Source: an optimization exercise on an open RTL-to-GDS flow (aim: small area, a short achievable clock period and few clock cycles). Production flows keep margins and buffers that such runs may drop.
The RTL was checked by simulation tests, not by an equivalence proof against the original design.

===== design/flow/run.sh =====
#!/bin/bash
# synth_recipe.tcl (not shown) runs the flow's synth.tcl, then flattens the netlist and writes it again
# the make line also repeats each setting of config.mk as NAME=value (left out here)
make -C /OpenROAD-flow-scripts/flow DESIGN_CONFIG=/design/flow/config.mk WORK_HOME=/design/flow/orfs CLKGATE_MAP_FILE= SYNTH_SCRIPT=/design/flow/synth_recipe.tcl finish

===== design/flow/config.mk =====
export PLATFORM = sky130hd
export DESIGN_NAME = sa
export DESIGN_NICKNAME = sa
export VERILOG_FILES = /design/flow/design.v
export SDC_FILE = /design/flow/constraint.sdc
export NUM_CORES = 8
export LEC_CHECK = 0
export CAP_MARGIN = 20
export CORE_MARGIN = 2
export CORE_UTILIZATION = 40
export SLEW_MARGIN = 20

===== design/flow/constraint.sdc =====
create_clock -name core_clock -period 10.0 [get_ports {CLK}]
set_input_delay 2.0000 -clock core_clock [delete_from_list [all_inputs] [get_ports {CLK}]]
set_output_delay 2.0000 -clock core_clock [all_outputs]
set_load 0.01 [all_outputs]

===== design/flow/design.v =====
module categorizer #(parameter bit EN_OUT_FF = 1'b0) (
  input                      CLK        ,
  input                      RSTn       ,
  input               [15:0] F          ,
  output logic        [ 5:0] TYPE       ,  
  output logic signed [ 6:0] EXPONENT   ,
  output logic        [10:0] SIGNIFICAND
);
  logic               NaNs       ;
  logic               NaNq       ;
  logic               Inf        ;
  logic               zero       ;
  logic               normal     ;
  logic               subnormal  ;
  logic signed [ 6:0] exponent   ;
  logic        [10:0] significand;
  logic exp_ones, exp_zeroes, sig_zeroes;
  assign exp_ones   =  &F[14:10];
  assign exp_zeroes = ~|F[14:10];
  assign sig_zeroes = ~|F[ 9: 0];
  assign NaNs = exp_ones & ~sig_zeroes & ~F[9];
  assign NaNq = exp_ones & F[9];
  assign Inf = exp_ones & sig_zeroes;
  assign zero = exp_zeroes & sig_zeroes;
  assign normal = ~exp_ones & ~exp_zeroes;
  assign subnormal = exp_zeroes & ~sig_zeroes;
  always_comb
    casez ({normal, F[9:0]})
      11'b1_??????????: begin
        significand = {1'b1, F[9:0]};
        exponent = F[14:10] - 15;
      end
      11'b0_1?????????: begin
        significand = F[9:0] << 1;
        exponent = -14 - 1;
      end
      11'b0_01????????: begin
        significand = F[9:0] << 2;
        exponent = -14 - 2;
      end
      11'b0_001???????: begin
        significand = F[9:0] << 3;
        exponent = -14 - 3;
      end
      11'b0_0001??????: begin
        significand = F[9:0] << 4;
        exponent = -14 - 4;
      end
      11'b0_00001?????: begin
        significand = F[9:0] << 5;
        exponent = -14 - 5;
      end
      11'b0_000001????: begin
        significand = F[9:0] << 6;
        exponent = -14 - 6;
      end
      11'b0_0000001???: begin
        significand = F[9:0] << 7;
        exponent = -14 - 7;
      end
      11'b0_00000001??: begin
        significand = F[9:0] << 8;
        exponent = -14 - 8;
      end
      11'b0_000000001?: begin
        significand = F[9:0] << 9;
        exponent = -14 - 9;
      end
      default: begin
        significand = F[9:0] << 10;
        exponent = -14 - 10;
      end
    endcase
  generate
    if (EN_OUT_FF)
      always_ff @( posedge CLK)
  begin
          TYPE[0] <= NaNs;
          TYPE[1] <= NaNq;
          TYPE[2] <= Inf;
          TYPE[3] <= zero;
          TYPE[4] <= subnormal;
          TYPE[5] <= normal;
          EXPONENT    <= exponent;
          SIGNIFICAND <= significand;
        end
    else
      always_comb begin
        TYPE[0] = NaNs;
        TYPE[1] = NaNq;
        TYPE[2] = Inf;
        TYPE[3] = zero;
        TYPE[4] = subnormal;
        TYPE[5] = normal;
        EXPONENT    = exponent;
        SIGNIFICAND = significand;
      end
  endgenerate
endmodule
module sig_mul #(parameter bit EN_OUT_FF = 1'b0) (
  input                     CLK ,
  input                     RSTn,
  input        [ 1:0][10:0] F   ,
  output logic [21:0]       P
);
  logic [21:0] prod;
  always_comb
    prod = F[0] * F[1];
  generate
    if (EN_OUT_FF)
      always_ff @(  posedge CLK)
          P <= prod;
    else
      always_comb
        P = prod;
  endgenerate
endmodule
module extreme_value_detector #(parameter bit EN_OUT_FF = 1'b0) (
  input                     CLK   ,
  input                     RSTn  ,
  input        [ 1:0][ 5:0] TYPES ,  
  input        [ 1:0][15:0] F     ,
  output logic [ 5:0]       P_TYPE,
  output logic [15:0]       P
);
  logic sign;
  logic [15:0] nans        ;
  logic [15:0] nanq        ;
  logic [15:0] inf         ;
  logic [15:0] zero_or_subs;
  logic        p_nans;
  logic        p_nanq;
  logic        p_inf ;
  logic        p_zero;
  logic [15:0] p     ;
  always_comb begin
    sign = F[0][15] ^ F[1][15];
    if (|{TYPES[1][0], TYPES[0][0]}) begin
      if (TYPES[0][0])
        nans = F[0];
      else
        nans = F[1];
      p_nans = 1'b1;
    end else begin
      nans = 'b0;
      p_nans = 1'b0;
    end
    if ((|{TYPES[1][1], TYPES[0][1]}) || (|{TYPES[1][2], TYPES[0][2]} && |{TYPES[1][3], TYPES[0][3]}))
      p_nanq = 1'b1;
    else
      p_nanq = 1'b0;
    if ((|{TYPES[1][2], TYPES[0][2]}) && (|{TYPES[1][3], TYPES[0][3]}))
      nanq = {sign, {5{1'b1}}, 1'b1, {9{1'b0}}};
    else if (|{TYPES[1][1], TYPES[0][1]}) begin
      if (TYPES[0][1])
        nanq = F[0];
      else
        nanq = F[1];
    end else
      nanq = 'b0;
    if ((|{TYPES[1][2], TYPES[0][2]}) && !(|{TYPES[1][3], TYPES[0][3]})) begin
      inf = {sign, {5{1'b1}}, {10{1'b0}}};
      p_inf = 1'b1;
    end else begin
      inf = 'b0;
      p_inf = 1'b0;
    end
    if (|{TYPES[1][3], TYPES[0][3]} || &{TYPES[1][4], TYPES[0][4]}) begin
      zero_or_subs = {sign, {15{1'b0}}};
      p_zero = 1'b1;
    end else begin
      zero_or_subs = 'b0;
      p_zero = 1'b0;
    end
  end
  logic [5:0] p_type;
  always_comb begin
    if (p_nans)
      p_type = 6'b000001;
    else if (p_nanq)
      p_type = 6'b000010;
    else if (p_inf)
      p_type = 6'b000100;
    else if (p_zero)
      p_type = 6'b001000;
    else
      p_type = 'b0;
    case (p_type)
      6'b000001: p = nans;
      6'b000010: p = nanq;
      6'b000100: p = inf;
      default  : p = zero_or_subs;
    endcase
  end
  generate
    if (EN_OUT_FF)
      always_ff @(  posedge CLK)
  begin
          P_TYPE <= p_type;
          P <= p;
        end
    else
      always_comb begin
        P_TYPE = p_type;
        P = p;
      end
  endgenerate
endmodule
module norm_calc #(parameter bit EN_OUT_FF = 1'b0) (
  input                           CLK                ,
  input                           RSTn               ,
  input        signed [ 1:0][6:0] EXPONENT           ,
  input               [21:0]      SIGNIFICAND_MUL    ,
  output logic                    SO                 ,  
  output logic signed [ 6:0]      EXPONENT_PRODUCT   ,
  output logic        [10:0]      SIGNIFICAND_PRODUCT,
  output logic        [ 2:0]      TYPE
);
  logic signed [ 6:0] exp_prod           ;
  logic signed [ 6:0] exponent_product   ;
  logic        [10:0] sig_prod           ;
  logic        [10:0] significand_product;
  logic prod_zero;
  logic prod_sub ;
  logic prod_inf ;
  always_comb begin
    exp_prod = EXPONENT[0] + EXPONENT[1] + SIGNIFICAND_MUL[21];
    if (SIGNIFICAND_MUL[21])
      sig_prod = SIGNIFICAND_MUL[21 -: 11];
    else
      sig_prod = SIGNIFICAND_MUL[20 -: 11];
    if (exp_prod < -24)
      prod_zero = 1'b1;
    else
      prod_zero = 1'b0;
    if ((exp_prod < -14) && (exp_prod > -25))
      prod_sub = 1'b1;
    else
      prod_sub = 1'b0;
    if (exp_prod > 15)
      prod_inf = 1'b1;
    else
      prod_inf = 1'b0;
  end
  always_comb begin
    case ({prod_zero, prod_sub, prod_inf})
      3'b001: begin
        exponent_product = 6'b111111;
        significand_product = 11'b00000000000;
      end
      3'b010: begin
        exponent_product = exp_prod;
        significand_product = sig_prod;
      end
      3'b100: begin
        exponent_product = 6'b000000;
        significand_product = 11'b00000000000;
      end
      default: begin
        exponent_product = exp_prod + 15;
        significand_product = sig_prod;
      end
    endcase
  end
  generate
    if (EN_OUT_FF)
      always_ff @(  posedge CLK)
  begin
          SO                  <= prod_sub;
          EXPONENT_PRODUCT    <= exponent_product;
          SIGNIFICAND_PRODUCT <= significand_product;
          TYPE                <= {prod_zero, prod_sub, prod_inf};
        end
    else
      always_comb begin
        SO                  = prod_sub;
        EXPONENT_PRODUCT    = exponent_product;
        SIGNIFICAND_PRODUCT = significand_product;
        TYPE                = {prod_zero, prod_sub, prod_inf};
      end
  endgenerate
endmodule
module subnorm_calc #(parameter bit EN_OUT_FF = 1'b0) (
  input                      CLK                ,
  input                      RSTn               ,
  input               [ 5:0] EXTR_TYPE          ,
  input               [15:0] EXTR_DATA          ,
  input                      SUB_V              ,
  input                      SIGN               ,
  input               [ 2:0] NORMAL_TYPE        ,
  input        signed [ 6:0] EXPONENT_PRODUCT   ,
  input               [10:0] SIGNIFICAND_PRODUCT,
  output logic        [ 5:0] P_TYPE             ,
  output logic        [15:0] P
);
  logic [ 5:0] p_type;
  logic [15:0] p     ;
  always_comb begin
    if (|EXTR_TYPE[3:0]) begin
        p_type = EXTR_TYPE;
        p = EXTR_DATA;
    end else if (SUB_V) begin
        p_type = 6'b010000;
        p[15   ] = SIGN;
        p[14:10] = 'b0;
          case (-EXPONENT_PRODUCT)
          7'd24  : p[9:0] = SIGNIFICAND_PRODUCT >> 10;
          7'd23   : p[9:0] = SIGNIFICAND_PRODUCT >>  9;
          7'd22   : p[9:0] = SIGNIFICAND_PRODUCT >>  8;
          7'd21   : p[9:0] = SIGNIFICAND_PRODUCT >>  7;
          7'd20   : p[9:0] = SIGNIFICAND_PRODUCT >>  6;
          7'd19   : p[9:0] = SIGNIFICAND_PRODUCT >>  5;
          7'd18   : p[9:0] = SIGNIFICAND_PRODUCT >>  4;
          7'd17   : p[9:0] = SIGNIFICAND_PRODUCT >>  3;
          7'd16   : p[9:0] = SIGNIFICAND_PRODUCT >>  2;
          7'd15   : p[9:0] = SIGNIFICAND_PRODUCT >>  1;
          default: p[9:0] = SIGNIFICAND_PRODUCT;
        endcase
    end else begin
      if (|NORMAL_TYPE)
        p_type = {2'b00, NORMAL_TYPE[2], NORMAL_TYPE[0], 2'b00};
      else
        p_type = 6'b100000;
      p[15   ] = SIGN;
      p[14:10] = EXPONENT_PRODUCT;
      p[ 9: 0] = SIGNIFICAND_PRODUCT;
    end
  end
  generate
    if (EN_OUT_FF)
      always_ff @(  posedge CLK)
  begin
          P_TYPE <= p_type;
          P <= p;
        end
    else
      always_comb begin
        P_TYPE = p_type;
        P = p;
      end
  endgenerate
endmodule
module multiplier #(parameter SYNC_STAGES = 0) (
  input                     CLK   ,
  input                     RSTn  ,
  input                     DVI   ,
  input        [ 1:0][15:0] DI    ,
  output logic              DVO   ,
  output       [ 5:0]       P_TYPE,  
  output       [15:0]       P
);
  localparam EN_SUBNORM_FF = SYNC_STAGES > 0 ? 1'b1 : 1'b0;
  localparam EN_NORM_FF    = SYNC_STAGES > 1 ? 1'b1 : 1'b0;
  localparam EN_MUL_FF     = SYNC_STAGES > 2 ? 1'b1 : 1'b0;
  localparam EN_CAT_FF     = SYNC_STAGES > 3 ? 1'b1 : 1'b0;
  logic [2:0] normal_type;
  logic [4:0] valid;
  always_comb
    valid[0] = DVI;
  always_ff @(negedge RSTn, posedge CLK)
    if (!RSTn)
      valid[4:1] <= 'b0;
    else
      valid[4:1] <= valid[3:0];
  logic [3:0] sign;
  always_comb
    sign[0] = DI[0][15] ^ DI[1][15];
  always_ff @( posedge CLK)
      sign[3:1] <= sign[2:0];
  logic [1:0][5:0] op_type;
  logic        [1:0][10:0] significand;
  logic signed [1:0][ 6:0] exponent   ;
  for (genvar i = 0; i < 2; i++)
    categorizer #(EN_CAT_FF) cat (
      .CLK        (CLK           ),
      .RSTn       (RSTn          ),
      .F          (DI[i]         ),
      .TYPE       (op_type[i]    ),
      .EXPONENT   (exponent[i]   ),
      .SIGNIFICAND(significand[i])
    );
  logic [1:0][15:0] input_data;
  generate
    if (EN_CAT_FF)
      always_ff @(negedge RSTn, posedge CLK)
        if (!RSTn)
          input_data <= 'b0;
        else
          input_data <= DI;
    else
      always_comb
        input_data = DI;
    endgenerate
  logic [ 5:0] extreme_data_type;
  logic [15:0] extreme_data     ;
  extreme_value_detector #(EN_MUL_FF) extreme_det (
    .CLK   (CLK              ),
    .RSTn  (RSTn             ),
    .TYPES (op_type          ),
    .F     (input_data       ),
    .P_TYPE(extreme_data_type),
    .P     (extreme_data     )
  );
  logic [21:0] significand_mul;
  sig_mul #(EN_MUL_FF) significand_multiplier (
    .CLK (CLK            ),
    .RSTn(RSTn           ),
    .F   (significand    ),
    .P   (significand_mul)
  );
  logic signed [1:0][6:0] exp;
  generate
    if (EN_MUL_FF)
      always_ff @(negedge RSTn, posedge CLK)
        if (!RSTn)
          exp <= 'b0;
        else
          exp <= exponent;
    else
      always_comb
        exp = exponent;
  endgenerate
  logic        [10:0] significand_product;
  logic signed [ 6:0] exponent_product   ;
  logic               subnormal_prod     ;
  norm_calc #(EN_NORM_FF) normal_calc (
    .CLK                (CLK                ),
    .RSTn               (RSTn               ),
    .EXPONENT           (exp                ),
    .SIGNIFICAND_MUL    (significand_mul    ),
    .SO                 (subnormal_prod     ),
    .EXPONENT_PRODUCT   (exponent_product   ),
    .SIGNIFICAND_PRODUCT(significand_product),
    .TYPE               (normal_type        )
  );
  logic [ 5:0] extr_data_type;
  logic [15:0] extr_data     ;
  generate
    if (EN_NORM_FF)
      always_ff @(negedge RSTn, posedge CLK)
        if (!RSTn) begin
          extr_data_type <= 'b0;
          extr_data <= 'b0;
        end else begin
          extr_data_type <= extreme_data_type;
          extr_data <= extreme_data;
        end
    else
      always_comb begin
        extr_data_type = extreme_data_type;
        extr_data = extreme_data;
      end
  endgenerate
  logic subnormal_sign;
  generate
    if (SYNC_STAGES > 3)
      always_comb
        subnormal_sign = sign[3];
    else if (SYNC_STAGES > 2)
      always_comb
        subnormal_sign = sign[2];
    else if (SYNC_STAGES > 1)
      always_comb
        subnormal_sign = sign[1];
    else
      always_comb
        subnormal_sign = sign[0];
  endgenerate
  subnorm_calc #(EN_SUBNORM_FF) subnormal_calc (
    .CLK                (CLK                ),
    .RSTn               (RSTn               ),
    .EXTR_TYPE          (extr_data_type     ),
    .EXTR_DATA          (extr_data          ),
    .SUB_V              (subnormal_prod     ),
    .SIGN               (subnormal_sign     ),
    .NORMAL_TYPE        (normal_type        ),
    .EXPONENT_PRODUCT   (exponent_product   ),
    .SIGNIFICAND_PRODUCT(significand_product),
    .P_TYPE             (P_TYPE             ),
    .P                  (P                  )
  );
  generate
    if (SYNC_STAGES > 3)
      always_comb
        DVO = valid[4];
    else if (SYNC_STAGES > 2)
      always_comb
        DVO = valid[3];
    else if (SYNC_STAGES > 1)
      always_comb
        DVO = valid[2];
    else if (SYNC_STAGES > 0)
      always_comb
        DVO = valid[1];
    else
      always_comb
        DVO = valid[0];
  endgenerate
endmodule
module post_add_norm #(parameter bit EN_OUT_FF = 1'b0) (
  input                      CLK                ,
  input                      RSTn               ,
  input                      DVI                ,
  input        signed [ 6:0] LARGEST_EXPONENT   ,
  input        signed [41:0] SUM_OF_SIGNIFICANDS,
  output logic signed [ 6:0] ACTUAL_EXPONENT    ,
  output logic        [10:0] ACTUAL_SIGNIFICAND ,
  output logic        [ 9:0] ACTUAL_OUTPUT_DATA
);
  logic [ 3:0] skip1      ;
  logic [ 5:0] stage1_exp ;
  logic [19:0] stage1_data;
  logic [ 7:0] skip2      ;
  logic [ 5:0] stage2_exp ;
  logic [10:0] stage2_data;
  logic signed [ 6:0] actual_exponent   ;
  logic        [10:0] actual_significand;
  logic        [ 9:0] output_data       ;
  always_comb begin
    for (int i = 0; i < 4; i++)
      if (SUM_OF_SIGNIFICANDS[40 - i*8 -: 8] == {8{SUM_OF_SIGNIFICANDS[41]}})
        skip1[3-i] = 1'b1;
      else
        skip1[3-i] = 1'b0;
    casez (skip1)
      4'b1111: begin
        stage1_data = {SUM_OF_SIGNIFICANDS[9:0], {10{1'b0}}};
        stage1_exp = 6'd32;
      end
      4'b111?: begin
        stage1_data = {SUM_OF_SIGNIFICANDS[17:0], {2{1'b0}}};
        stage1_exp = 6'd24;
      end
      4'b11??: begin
        stage1_data = SUM_OF_SIGNIFICANDS[25 -: 20];
        stage1_exp = 6'd16;
      end
      4'b1???: begin
        stage1_data = SUM_OF_SIGNIFICANDS[33 -: 20];
        stage1_exp = 6'd8;
      end
      default: begin
        stage1_data = SUM_OF_SIGNIFICANDS[41 -: 20];
        stage1_exp = 6'd0;
      end
    endcase
  end
  for (genvar i = 1; i < 9; i++)
    always_comb
      if (stage1_data[18 -: i] == {i{stage1_data[19]}})
        skip2[8-i] = 1'b1;
      else
        skip2[8-i] = 1'b0;
  always_comb begin
    casez (skip2)
      8'b11111111: begin
        stage2_data = stage1_data[10 -: 11];
        stage2_exp = 8;
      end
      8'b1111111?: begin
        stage2_data = stage1_data[11 -: 11];
        stage2_exp = 7;
      end
      8'b111111??: begin
        stage2_data = stage1_data[12 -: 11];
        stage2_exp = 6;
      end
      8'b11111???: begin
        stage2_data = stage1_data[13 -: 11];
        stage2_exp = 5;
      end
      8'b1111????: begin
        stage2_data = stage1_data[14 -: 11];
        stage2_exp = 4;
      end
      8'b111?????: begin
        stage2_data = stage1_data[15 -: 11];
        stage2_exp = 3;
      end
      8'b11??????: begin
        stage2_data = stage1_data[16 -: 11];
        stage2_exp = 2;
      end
      8'b1???????: begin
        stage2_data = stage1_data[17 -: 11];
        stage2_exp = 1;
      end
      default: begin
        stage2_data = stage1_data[18 -: 11];
        stage2_exp = 0;
      end
    endcase
    actual_exponent = LARGEST_EXPONENT - stage1_exp - stage2_exp;
    actual_significand = stage2_data;
    case (actual_exponent)
      -7'd24 : output_data = actual_significand[10:1] >> 9;
      -7'd23 : output_data = actual_significand[10:1] >> 8;
      -7'd22 : output_data = actual_significand[10:1] >> 7;
      -7'd21 : output_data = actual_significand[10:1] >> 6;
      -7'd20 : output_data = actual_significand[10:1] >> 5;
      -7'd19 : output_data = actual_significand[10:1] >> 4;
      -7'd18 : output_data = actual_significand[10:1] >> 3;
      -7'd17 : output_data = actual_significand[10:1] >> 2;
      -7'd16 : output_data = actual_significand[10:1] >> 1;
      -7'd15 : output_data = actual_significand[10:1];
      default: output_data = actual_significand[ 9:0];
    endcase
  end
  generate
    if (EN_OUT_FF)
      always_ff @( posedge CLK)
 begin
          if (DVI) begin
            ACTUAL_EXPONENT    <= actual_exponent;
            ACTUAL_SIGNIFICAND <= actual_significand;
            ACTUAL_OUTPUT_DATA <= output_data;
          end
        end
    else
      always_comb begin
        ACTUAL_EXPONENT    = actual_exponent;
        ACTUAL_SIGNIFICAND = actual_significand;
        ACTUAL_OUTPUT_DATA = output_data;
      end
  endgenerate
endmodule
module final_result #(parameter bit EN_OUT_FF = 1'b0) (
  input                      CLK                ,
  input                      RSTn               ,
  input                      DVI                ,
  input               [ 2:0] EXTREME_TYPE       ,
  input                      EXTREME_SIGN       ,
  input                      ACTUAL_SIGN        ,
  input        signed [41:0] SUM_OF_SIGNIFICANDS,
  input        signed [ 6:0] ACTUAL_EXPONENT    ,
  input               [10:0] ACTUAL_SIGNIFICAND ,
  input               [ 9:0] ACTUAL_OUTPUT_DATA ,
  output logic        [15:0] DO                 ,
  output logic        [ 5:0] DO_TYPE
);
  logic overflow, zero, subnormal;
  logic [15:0] output_data ;
  logic [ 5:0] output_type ;
  always_comb begin
    if (((signed'(ACTUAL_EXPONENT) == 7'sd15) && (&ACTUAL_SIGNIFICAND) && |SUM_OF_SIGNIFICANDS[28:0]) || (signed'(ACTUAL_EXPONENT) > 7'sd15))
      overflow = 1'b1;
    else
      overflow = 1'b0;
    if (((signed'(ACTUAL_EXPONENT) == -7'sd24) && (ACTUAL_OUTPUT_DATA[9:0] == 'b0) && (SUM_OF_SIGNIFICANDS == 'b0)) || (signed'(ACTUAL_EXPONENT) < -7'sd24))
      zero = 1'b1;
    else
      zero = 1'b0;
    if (ACTUAL_EXPONENT < -14)
      subnormal = 1'b1;
    else
      subnormal = 1'b0;
    if (|EXTREME_TYPE)
      output_data[15] = EXTREME_SIGN;
    else
      output_data[15] = ACTUAL_SIGN;
    if (EXTREME_TYPE[0]) begin
      output_data[14:10] = 5'b11111;
      output_data[ 9: 0] = 10'hFFF;
      output_type = 6'b000001;
    end else if (EXTREME_TYPE[1]) begin
      output_data[14:10] = 5'b11111;
      output_data[    9] = 1'b1;
      output_data[ 8: 0] = 10'hFFF;
      output_type = 6'b000010;;
    end else if (overflow || EXTREME_TYPE[2]) begin
      output_data[14:10] = 5'b11111;
      output_data[ 9: 0] = 10'h000;
      output_type = 6'b000100;
    end else if (zero) begin
      output_data[14:0] = 15'h0000;
      output_type = 6'b001000;
    end else if (subnormal) begin
      output_data[14:10] = 5'b00000;
      output_data[ 9: 0] = ACTUAL_OUTPUT_DATA;
      output_type = 6'b010000;
    end else begin
      output_data[14:10] = ACTUAL_EXPONENT + 15;
      output_data[ 9: 0] = ACTUAL_OUTPUT_DATA;
      output_type = 6'b100000;
    end
  end
  generate
    if (EN_OUT_FF)
      always_ff @( posedge CLK)
 begin
          if (DVI) begin
            DO      <= output_data;
            DO_TYPE <= output_type;
          end
        end
    else
      always_comb begin
        DO      = output_data;
        DO_TYPE = output_type;
      end
  endgenerate
endmodule
module acc #(
  parameter             SYNC_STAGES = 0   ,
  parameter bit         MODE        = 1'b0,
  parameter logic [5:0] RELEASE_CNT = 6'd2
) (
  input               CLK    ,
  input               RSTn   ,
  input               DVI    ,
  input               RELEASE,
  input        [ 5:0] DI_TYPE,
  input        [15:0] DI     ,
  output logic        DVO    ,
  output logic [ 5:0] DO_TYPE,
  output logic [15:0] DO
);
  parameter EN_FINAL_FF = SYNC_STAGES > 0 ? 1'b1 : 1'b0;
  parameter EN_POST_FF  = SYNC_STAGES > 1 ? 1'b1 : 1'b0;
  logic [10:0] presig          ;
  logic [11:0] new_significand_;
  logic signed [41:0] new_significand;
  logic signed [41:0] significand;
  logic signed [41:0] sig_sum;
  logic signed [41:0] sig_prod;
  logic signed [ 6:0] actual_exponent   ;
  logic        [10:0] actual_significand;
  logic        [ 9:0] output_data       ;
  logic [4:0] shift;
  logic [1:0] sign       ;
  logic       actual_sign;
  logic [4:0] dv_pp   ;
  logic       post_dv ;
  logic       final_dv;
  logic [2:0]      extreme_type   ;
  logic [2:0]      extreme_type_  ;
  logic [1:0][2:0] extreme_type_pp;
  logic            extreme_sign   ;
  logic            extreme_sign_  ;
  logic [1:0]      extreme_sign_pp;
  logic [15:0] input_data;
  logic output_valid;
  logic [5:0] rel_cnt ;
  logic       rel     ;
  logic       release_;
  always_ff @(negedge RSTn, posedge CLK)
    if (!RSTn)
      rel_cnt <= 6'd0;
    else begin
      if (DVI)
        if (rel_cnt < RELEASE_CNT-1)
          rel_cnt <= rel_cnt + 1;
        else
          rel_cnt <= 6'd0;
    end
  always_ff @(negedge RSTn, posedge CLK)
    if (!RSTn)
      rel <= 1'b0;
    else begin
      if (DVI)
        if (rel_cnt == RELEASE_CNT-1)
          rel <= 1'b1;
        else
          rel <= 1'b0;
    end
  generate
    if (MODE)
      always_comb
        release_ = rel;
    else
      always_comb
        release_ = RELEASE;
  endgenerate
  always_ff @(negedge RSTn, posedge CLK)
    if (!RSTn) begin
      extreme_type <= 3'b000;
      extreme_sign <= 1'b0;
    end else if (DVI && (release_  || (!(|extreme_type) && |DI_TYPE[2:0]))) begin
      extreme_type <= DI_TYPE;
      extreme_sign <= DI[15];
    end
  always_comb begin
    extreme_type_pp[0] = extreme_type;
    extreme_sign_pp[0] = extreme_sign;
  end
  always_ff @(posedge CLK) begin
    extreme_type_pp[1] <= extreme_type_pp[0];
    extreme_sign_pp[1] <= extreme_sign_pp[0];
  end
  always_comb
    dv_pp[0] = DVI;
  always_ff @(posedge CLK)
    dv_pp[4:1] <= dv_pp[3:0];
  always_comb begin
    if (DI_TYPE[3])
      input_data = 16'h0000;
    else
      input_data = DI;
    presig[10] = DI_TYPE[5];
    presig[9:0] =  input_data[9:0];
    if ( input_data[15])
      new_significand_ = (presig[10:0] ^ {11{1'b1}}) + 1;
    else
      new_significand_ = presig;
    new_significand_[11] =  input_data[15];
    shift = 30 - DI_TYPE[4] -  input_data[14:10];
    new_significand[41:0] = signed'({new_significand_[11], new_significand_, 29'd0}) >>> shift;
    sig_sum = sig_prod + new_significand;
  end
  always_ff @(negedge RSTn, posedge CLK)
    if (!RSTn) begin
      sig_prod <= 'b0;
    end else if (DVI) begin
      if (release_ )
        sig_prod <= new_significand;
      else
        sig_prod <= sig_sum;
    end
  always_comb
    if (sig_prod[41])
      significand = -sig_prod;
    else
      significand = sig_prod;
  post_add_norm #(EN_POST_FF) post_norm (
    .CLK                (CLK               ),
    .RSTn               (RSTn              ),
    .DVI                (post_dv           ),
    .LARGEST_EXPONENT   (16                ),
    .SUM_OF_SIGNIFICANDS(significand       ),
    .ACTUAL_EXPONENT    (actual_exponent   ),
    .ACTUAL_SIGNIFICAND (actual_significand),
    .ACTUAL_OUTPUT_DATA (output_data       )
  );
  always_ff @(posedge CLK)
    sign <= {sign[0], sig_prod[41] };
  generate
    if (SYNC_STAGES > 2)
      always_comb
        actual_sign = sign[1];
    else if (SYNC_STAGES > 1)
      always_comb
        actual_sign = sign[0];
    else
      always_comb
        actual_sign = sig_prod[41] ;
  endgenerate
  generate
    if (SYNC_STAGES > 1)
      always_comb begin
        extreme_type_ = extreme_type_pp[1];
        extreme_sign_ = extreme_sign_pp[1];
      end
    else
      always_comb begin
        extreme_type_ = extreme_type_pp[0];
        extreme_sign_ = extreme_sign_pp[0];
      end
  endgenerate
  logic sum_nz_q, sum_low_nz_q;
  always_ff @(posedge CLK)
    if (post_dv) begin
      sum_nz_q     <= |significand;
      sum_low_nz_q <= |significand[28:0];
    end
  logic signed [41:0] final_sum;
  always_comb
    final_sum = {12'd0, sum_nz_q, 28'd0, sum_low_nz_q};
  final_result #(EN_FINAL_FF) final_res (
    .CLK                (CLK               ),
    .RSTn               (RSTn              ),
    .DVI                (final_dv          ),
    .EXTREME_TYPE       (extreme_type_     ),
    .EXTREME_SIGN       (extreme_sign_     ),
    .ACTUAL_SIGN        (actual_sign       ),
    .SUM_OF_SIGNIFICANDS(final_sum         ),
    .ACTUAL_EXPONENT    (actual_exponent   ),
    .ACTUAL_SIGNIFICAND (actual_significand),
    .ACTUAL_OUTPUT_DATA (output_data       ),
    .DO                 (DO                ),
    .DO_TYPE            (DO_TYPE           )
  );
  generate
    if (SYNC_STAGES > 1)
      always_comb begin
        post_dv      = dv_pp[1];
        final_dv     = dv_pp[2];
        output_valid = dv_pp[3];
      end
    else if (SYNC_STAGES > 0)
      always_comb begin
        post_dv      = 1'b0;
        final_dv     = dv_pp[1];
        output_valid = dv_pp[2];
      end
    else
      always_comb begin
        post_dv      = 1'b0;
        final_dv     = 1'b0;
        output_valid = dv_pp[1];
      end
  endgenerate
  logic [5:0] valid_cnt;
  always_ff @(negedge RSTn, posedge CLK)
    if (!RSTn)
      valid_cnt <= 6'd0;
    else begin
      if (output_valid)
        if (valid_cnt < RELEASE_CNT-1)
          valid_cnt <= valid_cnt + 1;
        else
          valid_cnt <= 6'd0;
    end
  generate
    if (MODE)
      always_comb
        if (output_valid && (valid_cnt == RELEASE_CNT-1))
          DVO = 1'b1;
        else
          DVO = 1'b0;
    else
      always_comb
        DVO = output_valid;
  endgenerate
endmodule
module mac #(
  parameter             MULTIPIER_SYNC_STAGES   = 0   ,
  parameter             ACCUMULATOR_SYNC_STAGES = 0   ,
  parameter bit         ACC_CNT_RELEASE_MODE    = 1'b0,
  parameter logic [5:0] ACC_RELEASE_CNT         = 6'd2
) (
  input               CLK    ,
  input               RSTn   ,
  input               RELEASE,
  input               DVI    ,
  input  [ 1:0][15:0] DI     ,
  output              DVO    ,
  output [ 5:0]       DO_TYPE,
  output [15:0]       DO
);
  logic [MULTIPIER_SYNC_STAGES-1:0] release_pp ;
  logic [                      5:0] mul_do_type;
  logic [                     15:0] mul_do     ;
  logic                             acc_release;
  logic                             mul_dvo    ;
  multiplier #(MULTIPIER_SYNC_STAGES) mul (
    .CLK   (CLK        ),
    .RSTn  (RSTn       ),
    .DVI   (DVI        ),
    .DI    (DI         ),
    .DVO   (mul_dvo    ),
    .P_TYPE(mul_do_type),
    .P     (mul_do     )
  );
  always_ff @(posedge CLK)
    release_pp <= {release_pp[MULTIPIER_SYNC_STAGES-2:0], RELEASE};
  generate
    if (ACC_CNT_RELEASE_MODE)
      always_comb
        acc_release = 1'b0;
    else begin
      if (MULTIPIER_SYNC_STAGES == 0)
        always_comb
          acc_release = RELEASE;
      else
        always_comb
          acc_release = release_pp[MULTIPIER_SYNC_STAGES-1];
    end
  endgenerate
  acc #(ACCUMULATOR_SYNC_STAGES, ACC_CNT_RELEASE_MODE, ACC_RELEASE_CNT) accum (
    .CLK    (CLK        ),
    .RSTn   (RSTn       ),
    .DVI    (mul_dvo    ),
    .RELEASE(acc_release),
    .DI_TYPE(mul_do_type),
    .DI     (mul_do     ),
    .DVO    (DVO        ),
    .DO_TYPE(DO_TYPE    ),
    .DO     (DO         )
  );
endmodule
module sa #(parameter DIMENSION = 4) (
  input                                             CLK ,
  input                                             RSTn,
  input        [DIMENSION-1:0]                      DVI ,
  input        [          1:0][DIMENSION-1:0][15:0] DI  ,
  output logic [DIMENSION-1:0][DIMENSION-1:0]       DVO ,
  output logic [DIMENSION-1:0][DIMENSION-1:0][15:0] DO
);
  logic [DIMENSION-1:0][DIMENSION-1:0][15:0] row_pp   ;
  logic [DIMENSION-1:0][DIMENSION-1:0][15:0] column_pp;
  logic [DIMENSION-1:0][DIMENSION-1:0]       dv_pp    ;
  for (genvar i = 0; i < DIMENSION; i++) begin
    always_comb
      row_pp[i][0] = DI[0][i];
    always_ff @(posedge CLK)
      row_pp[i][DIMENSION-1:1] <= row_pp[i][DIMENSION-2:0];
    always_comb
      column_pp[i][0] = DI[1][i];
    always_ff @(posedge CLK)
      column_pp[i][DIMENSION-1:1] <= column_pp[i][DIMENSION-2:0];
    always_comb
      dv_pp[i][0] = DVI[i];
    always_ff @(posedge CLK)
      dv_pp[i][DIMENSION-1:1] <= dv_pp[i][DIMENSION-2:0];
  end
  logic [DIMENSION-1:0][DIMENSION-1:0]       dvo ;
  logic [DIMENSION-1:0][DIMENSION-1:0][15:0] dout;
  logic        dvo_1_1, dvo_1_2, dvo_2_1, dvo_2_2;
  logic [15:0] do_1_1, do_1_2, do_2_1, do_2_2;
  for (genvar i = 0; i < DIMENSION; i++)
    for (genvar j = 0; j < DIMENSION; j++) begin
      mac #(4,2,1'b1,DIMENSION) mul_n_acc (
        .CLK    (CLK                            ),
        .RSTn   (RSTn                           ),
        .RELEASE(1'b0                           ),
        .DVI    (dv_pp[i][j]                    ),
        .DI     ({column_pp[j][i], row_pp[i][j]}),
        .DVO    (DVO[i][j]                      ),
        .DO_TYPE(                               ),
        .DO     (DO[i][j]                       )
      );
    end
endmodule

==> flow_summary.json <==
{
  "status": "complete, no violations",
  "multi_input_area_um2": 226000,
  "coreArea_um2": 919000,
  "post_route_cells_drive_above_1_share_pct": 5.91,
  "fmax_mhz": 108,
  "grt_overflow": 0,
  "grt_first_pass_wirelength_mm": 1800,
  "worst_pin_slew_ps": 1260,
  "end_kind": "register",
  "syn_area_um2": 369000,
  "finalSetupViolCount": 0,
  "routed_wl_mm": 1160,
  "critical_path_arrival_ps": 10010,
  "yosysWarnings": 14,
  "nets": 45800,
  "hold_class": "register to register",
  "grt.total_usage_pct": 23.9,
  "cp_common_cell": "ha_1",
  "antenna_found_initial": 156,
  "path_clk_slew_ps": 60,
  "fillCellCount": 89600,
  "clk_root_buffer_cell": "clkbuf_16",
  "synthToLayoutAreaGrowth_pct": 9.78,
  "grt_pass1_vias": 307000,
  "worstSkewPairLatency_ps": 1110,
  "rsz0062_at_grt": "no",
  "tns_ps": 0,
  "regArea_um2": 123000,
  "io_pins": 406,
  "place_area_um2": 383000,
  "cap_viol_max_count": 0,
  "wl_per_cell_um": 21.0,
  "numCtsBuffers": 629,
  "final_cell_count_no_fill": 55100,
  "num_rows": 352,
  "final-hold-violation-count": 0,
  "drt_iter0_markers": 31200,
  "place_hpwl_mm": 879,
  "period_needed_ps": 9280,
  "final_util_pct": 44.0,
  "yosysSeqAreaShare_pct": 33.2,
  "die_area_um2": 929000,
  "setup_ws_ps": 725,
  "slowest_stage": "or4b_2",
  "slew_headroom_pct": 15.9,
  "cts.sinks": 5244,
  "drcViolationCount": 0,
  "synth_edf_count": 736,
  "synth_seq_cells": 5244,
  "place_congestion": 0.945,
  "cp.required_ps": 10740,
  "ys_types": 147,
  "worst-setup-path-type": "register to register",
  "dr.pass1.iters": 10,
  "start_kind": "register",
  "skew_ps": 111,
  "crit_fanout": 11,
  "via_per_inst": 5.81,
  "drv_slew": 0,
  "max_stage_delay_ps": 650,
  "htreeDepth": 6,
  "r2r_slack_ps": 720,
  "die_w_um": 964,
  "async_reset_ff_share_pct": 38.7,
  "syn_nets": 46700,
  "start_util_pct": 40.1,
  "dp_cells": 53800,
  "post-place-ws_ps": 867,
  "drtAntennaViolNets": 0,
  "clk_path_buf_depth": 5,
  "rr_worst_depth": 31,
  "cts_tree": "yes",
  "synthFlopType": "dfxtp_1",
  "vias": 320000,
  "die_y_um": 964,
  "post-route-period-util_pct": 92.8,
  "grt_max_degree": 161,
  "cts_hold_buffers": 0,
  "postSynthCellCount": 43200,
  "design_area_um2": 405000,
  "syn_area_per_cell_um2": 8.54,
  "numPortBuffers": 405
}
==> worst min-delay path by stage <==
stage / to / start / cells past startpoint / slack, ps
final: genblk2[2].genblk1[1].mul_n_acc.mul.extr_data[13]$_DFF_PN0_ / register / 0 / 270
after global routing: genblk2[2].genblk1[1].mul_n_acc.mul.extr_data[13]$_DFF_PN0_ / register / 0 / 280
after CTS: genblk2[2].genblk1[1].mul_n_acc.mul.extr_data[13]$_DFF_PN0_ / register / 0 / 280
after detailed placement: genblk2[3].genblk1[0].mul_n_acc.mul.sign[2]$_DFF_P_ / genblk2[3].genblk1[0].mul_n_acc.mul.sign[1]$_DFF_P_ / 0 / 310
after global placement: genblk2[1].genblk1[3].mul_n_acc.mul.sign[2]$_DFF_P_ / genblk2[1].genblk1[3].mul_n_acc.mul.sign[1]$_DFF_P_ / 0 / 310
after floorplan: genblk2[0].genblk1[0].mul_n_acc.mul.sign[2]$_DFF_P_ / genblk2[0].genblk1[0].mul_n_acc.mul.sign[1]$_DFF_P_ / 0 / 310
==> repair_timing <==
action                     in CTS  in global routing
setup endpoints to repair       0                  6
resized for setup               0                  3
setup buffers                   0                  2
==> cell families after synthesis <==
logic type,after synthesis,synth area share [%]
AO/OA/AOI/OAI,11500,20.4
XOR/XNOR,1766,4.20
adder cells (fa/ha/maj),3406,14.2
buffers and inverters,5259,5.45
flip-flops,5244,33.2
multiplexers,1030,2.90
AND/OR/NAND/NOR,14900,19.6
==> critical path, delay by kind of cell, from the launching register on <==
family / cells / cell delay (ps)
compound gates: 10 / 2290
xor+xnor: 2 / 600
fa+ha+maj: 4 / 1100
buf+inv: 4 / 520
flops: 1 / 460
mux: 1 / 370
simple gates: 10 / 3640
==> area by class of cell <==
type / count / area share [%]
inverter: 2802 / 2.60
clock inverter: 320 / 0.984
timing repair buffer: 930 / 2.01
multi-input combinational: 32700 / 55.9
clock buffer: 836 / 4.37
tap: 12200 / 3.78
sequential: 5244 / 30.3
antenna: 65 / 0.0402
==> flip-flops by register name, indices dropped and copies added, names as in the netlist, 176 cells and up, named ones only <==
register,count
column_pp,192
genblk2.genblk1.mul_n_acc.accum.final_res.DO,256
genblk2.genblk1.mul_n_acc.accum.post_norm.ACTUAL_SIGNIFICAND,176
genblk2.genblk1.mul_n_acc.accum.sig_prod,672
genblk2.genblk1.mul_n_acc.mul.exp,192
genblk2.genblk1.mul_n_acc.mul.extr_data,256
genblk2.genblk1.mul_n_acc.mul.extreme_det.P,256
genblk2.genblk1.mul_n_acc.mul.genblk1.cat.EXPONENT,192
genblk2.genblk1.mul_n_acc.mul.genblk1.cat.SIGNIFICAND,352
genblk2.genblk1.mul_n_acc.mul.input_data,512
genblk2.genblk1.mul_n_acc.mul.significand_multiplier.P,192
genblk2.genblk1.mul_n_acc.mul.subnormal_calc.P,256
row_pp,192
==> per-layer routing <==
layer | vias up | routed length [um] | global-route usage, % | part of all wire [%]
met5 | - | 371 | 0 | 0.032
met4 | 60 | 36700 | 7.32 | 3.2
met3 | 1926 | 76400 | 3.66 | 6.6
met2 | 11200 | 524000 | 38.5 | 45
met1 | 155000 | 518000 | 33.2 | 45
li1 | 151000 | - | - | -
==> Yosys cell counts, drive strengths merged, types with 306 or more instances <==
cell type  number  area [um^2]
a21oi        3247        16300
nand2        4378        16400
a21o          650         4880
o211ai        329         2510
o22ai         373         2350
nand2b        348         2180
mux2i         780         7820
dfrtp        2032        50800
nor3         1035         5310
nor2b         560         3500
fa           1312        26300
o21a          309         2320
edfxtp        736        22100
and3          445         2780
ha           2094        26200
o21ai        2560        12900
buf           306         1470
nor4          434         3020
inv          2768        10400
a31oi         483         3060
nor2         4051        15300
xnor2         916         8040
o31ai         387         2990
clkbuf       2151         8080
nand3         852         4290
xor2          850         7440
and2         1291         8080
a22oi         318         2410
a211oi        340         2590
dfxtp        2476        49600
==> metrics by stage <==
step | hold slack, ps
finish | 269
global route | 278
CTS | 276
detailed placement | 312
global placement | 311
floorplan | 310
==> placed cells by master, fill, tap and decap left out, drive strengths merged, types with 188 or more instances in the layout <==
cell and count:
fa 1312, nor2b 560, clkbuf 837, nand2b 348, nor4 434, xor2 850, a22o 231, inv 2824
edfxtp 736, and2 1291, nor3 1035, nand2 4378, a22oi 318, ha 2094, and3 445, o22ai 373
o31ai 387, a211oi 340, xnor2 916, buf 525, dfxtp 2476, a21oi 3247, mux2i 780, clkdlybuf4s50 404
a221oi 273, or2 240, mux2 247, clkinv 188, nand3 852, dfrtp 2032, a21o 650, nand4 299
a31oi 483, o21a 309, o21ai 2560, o221ai 203, or3 281, or4 230, o211ai 329, nor2 4051
Testbench counts, summed over its fixed seeds: cycles 1,128.

-- afterwards: timing with drivers on the ports --
In the flow no input, the clock included, has a driving cell. The finished layout below was timed again as built, in two steps. Step 1 assumes that a clkbuf_16 drives the clock port and a buf_2 every other input. Step 2 times the ports against the registers' clock, not the clock port: input delays grow and output delays shrink by t, the midpoint of the rising clock arrivals with the driver on. Three values: ideal ports, drivers, drivers and shift; two values: the first two.
t, ns: 1.204
setup slack, ns: 0.725 / 0.725 / 0.725
latest minus earliest clock arrival (ns): 0.131 / 0.131
worst slew at a driven data input, ns: 0.26
After both steps setup and hold are still met in this run. The setup slack of this run moves by 0.000 ns with the drivers and by 0.000 ns with both steps.
